What follows belongs to an exercise in optimizing a design on an open flow for small area, a short achievable clock period and few clock cycles per item; a production flow would make more cautious choices.
Only simulation tests tie the RTL to the original design; equivalence was not proved.

Setup of the previous run:
// multiplier32FP
module multiplier32FP (
	input  logic        clk,
	input  logic        rst_n,
	input  logic        start_i,
	input  logic [31:0] a_i,
	input  logic [31:0] b_i,
	output logic        done_o,
	output logic        nan_o,
	output logic        infinit_o,
	output logic        overflow_o,
	output logic        underflow_o,
	output logic [31:0] product_o
);
For scale: ~3,400 cells after synthesis, about 97 flip-flops, ~100 I/O pins, roughly 28,000 µm² of cells after synthesis.
export LEC_CHECK = 0
export CAP_MARGIN = 20
export CORE_MARGIN = 2
export CORE_UTILIZATION = 40
export PLACE_DENSITY = 0.6
export SLEW_MARGIN = 20
create_clock -name core_clock -period 15.0 [get_ports {clk}]
run.sh (not shown) runs the stock make flow with config.mk's settings and CLKGATE_MAP_FILE= SYNTH_SCRIPT=/design/flow/synth_recipe.tcl, a recipe that flattens the netlist after the stock synthesis.
The previous run went all the way through the flow, and no timing, DRC or antenna check failed.
Testbench counts of the previous run, summed over its fixed seeds: cycles 3,200, ops 3,200.
Relative to the previous run, the following input files were edited for the current run:
diff --git a/flow/config.mk b/flow/config.mk
--- a/flow/config.mk
+++ b/flow/config.mk
@@ -7,0 +8 @@
+export ABC_AREA = 1
--- outcome ---
Across the previous run and the current run, none had a timing, DRC or antenna violation. Post-route met1 wirelength for the current run: about 4% down relative to the previous run. Summary of the comparison: maximum fanout encountered on the critical timing path is lower in the current run, relative to the previous run. Looking at source of the critical timing path, the b_i[3] result is from the previous run; the b_i[4] one comes from the current run. Going from the previous run to the current run, synthesized-area fraction occupied by adder cells -0.27 points, global-route usage decreased 1.4 points, cell count after synthesis increased about 20%. Side by side, placed cell area turned out higher in the current run than in the previous run. Proportion of cell area occupied by registers: the current run vs the previous run, no meaningful difference. The current run -> the previous run: number of buffers on the longest clock path flat.

multiplier32FP, a different RTL version from the one above (not shown whole).
Size in the first run: ~2700 cells after synthesis, ~120 flip-flops, roughly 100 I/O pins, ~0.025 sq mm of cells after synthesis.
export LEC_CHECK = 0
export CAP_MARGIN = 20
export CORE_MARGIN = 2
export CORE_UTILIZATION = 40
export PLACE_DENSITY = 0.6
export SLEW_MARGIN = 20
export SYNTH_HIERARCHICAL = 1
create_clock -name core_clock -period 15.0 [get_ports {clk}]
standard.sh (not shown) runs the stock make flow with config.mk's settings and CLKGATE_MAP_FILE= SYNTH_SCRIPT=/design/flow/synth_recipe.tcl, a recipe that flattens the netlist after the stock synthesis.
==> flow/flow/run.sh <==
#!/bin/bash
# Own layout flow: the standard ORFS flow (standard.sh), unchanged except
# that the input and output ports are buffered with buf_4 cells instead of the
# default port-buffer choice. Each make step writes its own log under
# orfs/logs; the make output as a whole goes to standard.log.
set -euo pipefail
export BUFFER_PORTS_ARGS="-buffer_cell sky130_fd_sc_hd__buf_4"
bash standard.sh > standard.log 2>&1
Testbench counts at the start, summed over its fixed seeds: cycles 3,200, ops 3,200.
==> next run, changes <==
==> flow/run.sh (new file) <==
#!/bin/bash
# synth_recipe.tcl (not shown) runs the flow's synth.tcl, then flattens the netlist and writes it again
# the make line also repeats each setting of config.mk as NAME=value (left out here)
make -C /OpenROAD-flow-scripts/flow DESIGN_CONFIG=/design/flow/config.mk WORK_HOME=/design/flow/orfs CLKGATE_MAP_FILE= SYNTH_SCRIPT=/design/flow/synth_recipe.tcl finish
removed: flow/flow/run.sh
removed: flow/standard.sh
=>
- clock-buffer cell count stays the same
- core utilization is higher by 0.68 points
- design area goes up by 1.6%
- worst setup slack loses 330 ps
- die area does not change
- area after synthesis stays the same

multiplier32FP, a different RTL version from the one above (not shown whole).
Size: ~190 flip-flops, roughly 100 I/O pins.
==> flow/config.mk <==
export PLATFORM = sky130hd
export DESIGN_NAME = multiplier32FP
export DESIGN_NICKNAME = multiplier32FP
export VERILOG_FILES = /design/flow/design.v
export SDC_FILE = /design/flow/constraint.sdc
export NUM_CORES = 4
export LEC_CHECK = 0
export CAP_MARGIN = 0
export CORE_MARGIN = 2
export CORE_UTILIZATION = 60
export PLACE_DENSITY = 0.75
export SLEW_MARGIN = 0
export SYNTH_HIERARCHICAL = 1
==> flow/constraint.sdc <==
create_clock -name core_clock -period 15.0 [get_ports {clk}]
set_input_delay 3.0000 -clock core_clock [delete_from_list [all_inputs] [get_ports {clk}]]
set_output_delay 3.0000 -clock core_clock [all_outputs]
set_load 0.01 [all_outputs]
==> flow/flow/run.sh <==
#!/bin/bash
# Own layout flow: the standard ORFS flow (standard.sh) with two changes:
#  - the input and output ports are buffered with buf_4 cells instead of the
#    default port-buffer choice;
#  - timing repair aims for 8 ns of setup slack (the clock period and the
#    constraints are unchanged; this only makes repair work on paths that
#    already meet them).
# Each make step writes its own log under orfs/logs; the make output as a
# whole goes to standard.log.
set -euo pipefail
export BUFFER_PORTS_ARGS="-buffer_cell sky130_fd_sc_hd__buf_4"
export SETUP_SLACK_MARGIN=8
bash standard.sh > standard.log 2>&1
The starting point completed with no timing, DRC or antenna violations.
Testbench counts at the start, summed over its fixed seeds: cycles 3,321, ops 3,200.
Rerun with:
--- a/flow/flow/run.sh
+++ b/flow/flow/run.sh
@@ -5 +5 @@
-#  - timing repair aims for 8 ns of setup slack (the clock period and the
+#  - timing repair aims for 8.8 ns of setup slack (the clock period and the
@@ -12 +12 @@
-export SETUP_SLACK_MARGIN=8
+export SETUP_SLACK_MARGIN=8.8
--- a/flow/config.mk
+++ b/flow/config.mk
@@ -8 +8 @@
-export CAP_MARGIN = 0
+export CAP_MARGIN = 20
@@ -10,3 +10,3 @@
-export CORE_UTILIZATION = 60
-export PLACE_DENSITY = 0.75
-export SLEW_MARGIN = 0
+export CORE_UTILIZATION = 55
+export PLACE_DENSITY = 0.72
+export SLEW_MARGIN = 20
Flip-flop and latch count stays the same.
Cell area grows by roughly a tenth.
Clock skew shrinks by 4.4 ps.
Global-route usage shrinks by 1.2 points.
Rerun with:
--- a/flow/flow/run.sh
+++ b/flow/flow/run.sh
@@ -5 +5 @@
-#  - timing repair aims for 8.8 ns of setup slack (the clock period and the
+#  - timing repair aims for 8 ns of setup slack (the clock period and the
@@ -12 +12 @@
-export SETUP_SLACK_MARGIN=8.8
+export SETUP_SLACK_MARGIN=8
The changed run went through all stages and came out clean.
Synthesized area does not change.
Critical path depth goes up by 1.
Clock skew stays flat.
Utilization is lower by 6.5 points.
Clock-buffer cell count went down by 1.
Worst hold slack gets better by 7.0 ps.
Die area does not change.

-- separate check: timing with driven ports --
In the flow no input, the clock included, has a driving cell. The finished layouts below were timed again as built, in two steps.
Step 1 (the two cells are an assumption about what drives the block):
set clk [get_ports {clk}]
set_driving_cell -lib_cell sky130_fd_sc_hd__clkbuf_16 $clk
set_driving_cell -lib_cell sky130_fd_sc_hd__buf_2 [delete_from_list [all_inputs] $clk]
Step 2 times the ports against the registers' clock, not the clock port: input delays grow and output delays shrink by t, the midpoint of the rising clock arrivals with the driver on.
a / b / c = ideal ports / drivers / drivers and shift; a / b = the first two.
run	t, ns	setup WS [ns]	clock arrival spread, ns	worst slew at a driven data input, ns	cell pins on the clock port's net
the previous run	0.432	5.212 / 5.248 / 4.816	0.018 / 0.018	0.09	1
the current run	0.450	5.741 / 5.770 / 5.320	0.014 / 0.014	0.08	1
the first run of note 2	0.481	5.691 / 5.726 / 5.245	0.014 / 0.014	0.04	1
the second run of note 2	0.478	5.359 / 5.390 / 4.912	0.018 / 0.018	0.05	1
the first run of note 3	0.486	8.052 / 8.060 / 7.574	0.022 / 0.022	0.05	1
the second run of note 3	0.489	8.317 / 8.274 / 8.157	0.013 / 0.012	0.24	1
the third run of note 3	0.498	8.076 / 8.024 / 7.609	0.015 / 0.015	0.04	1
After both steps every run listed still meets setup and hold. For the first run of note 3, which loses most, drivers alone change the setup slack by +0.008 ns; drivers and shift together by -0.478 ns.
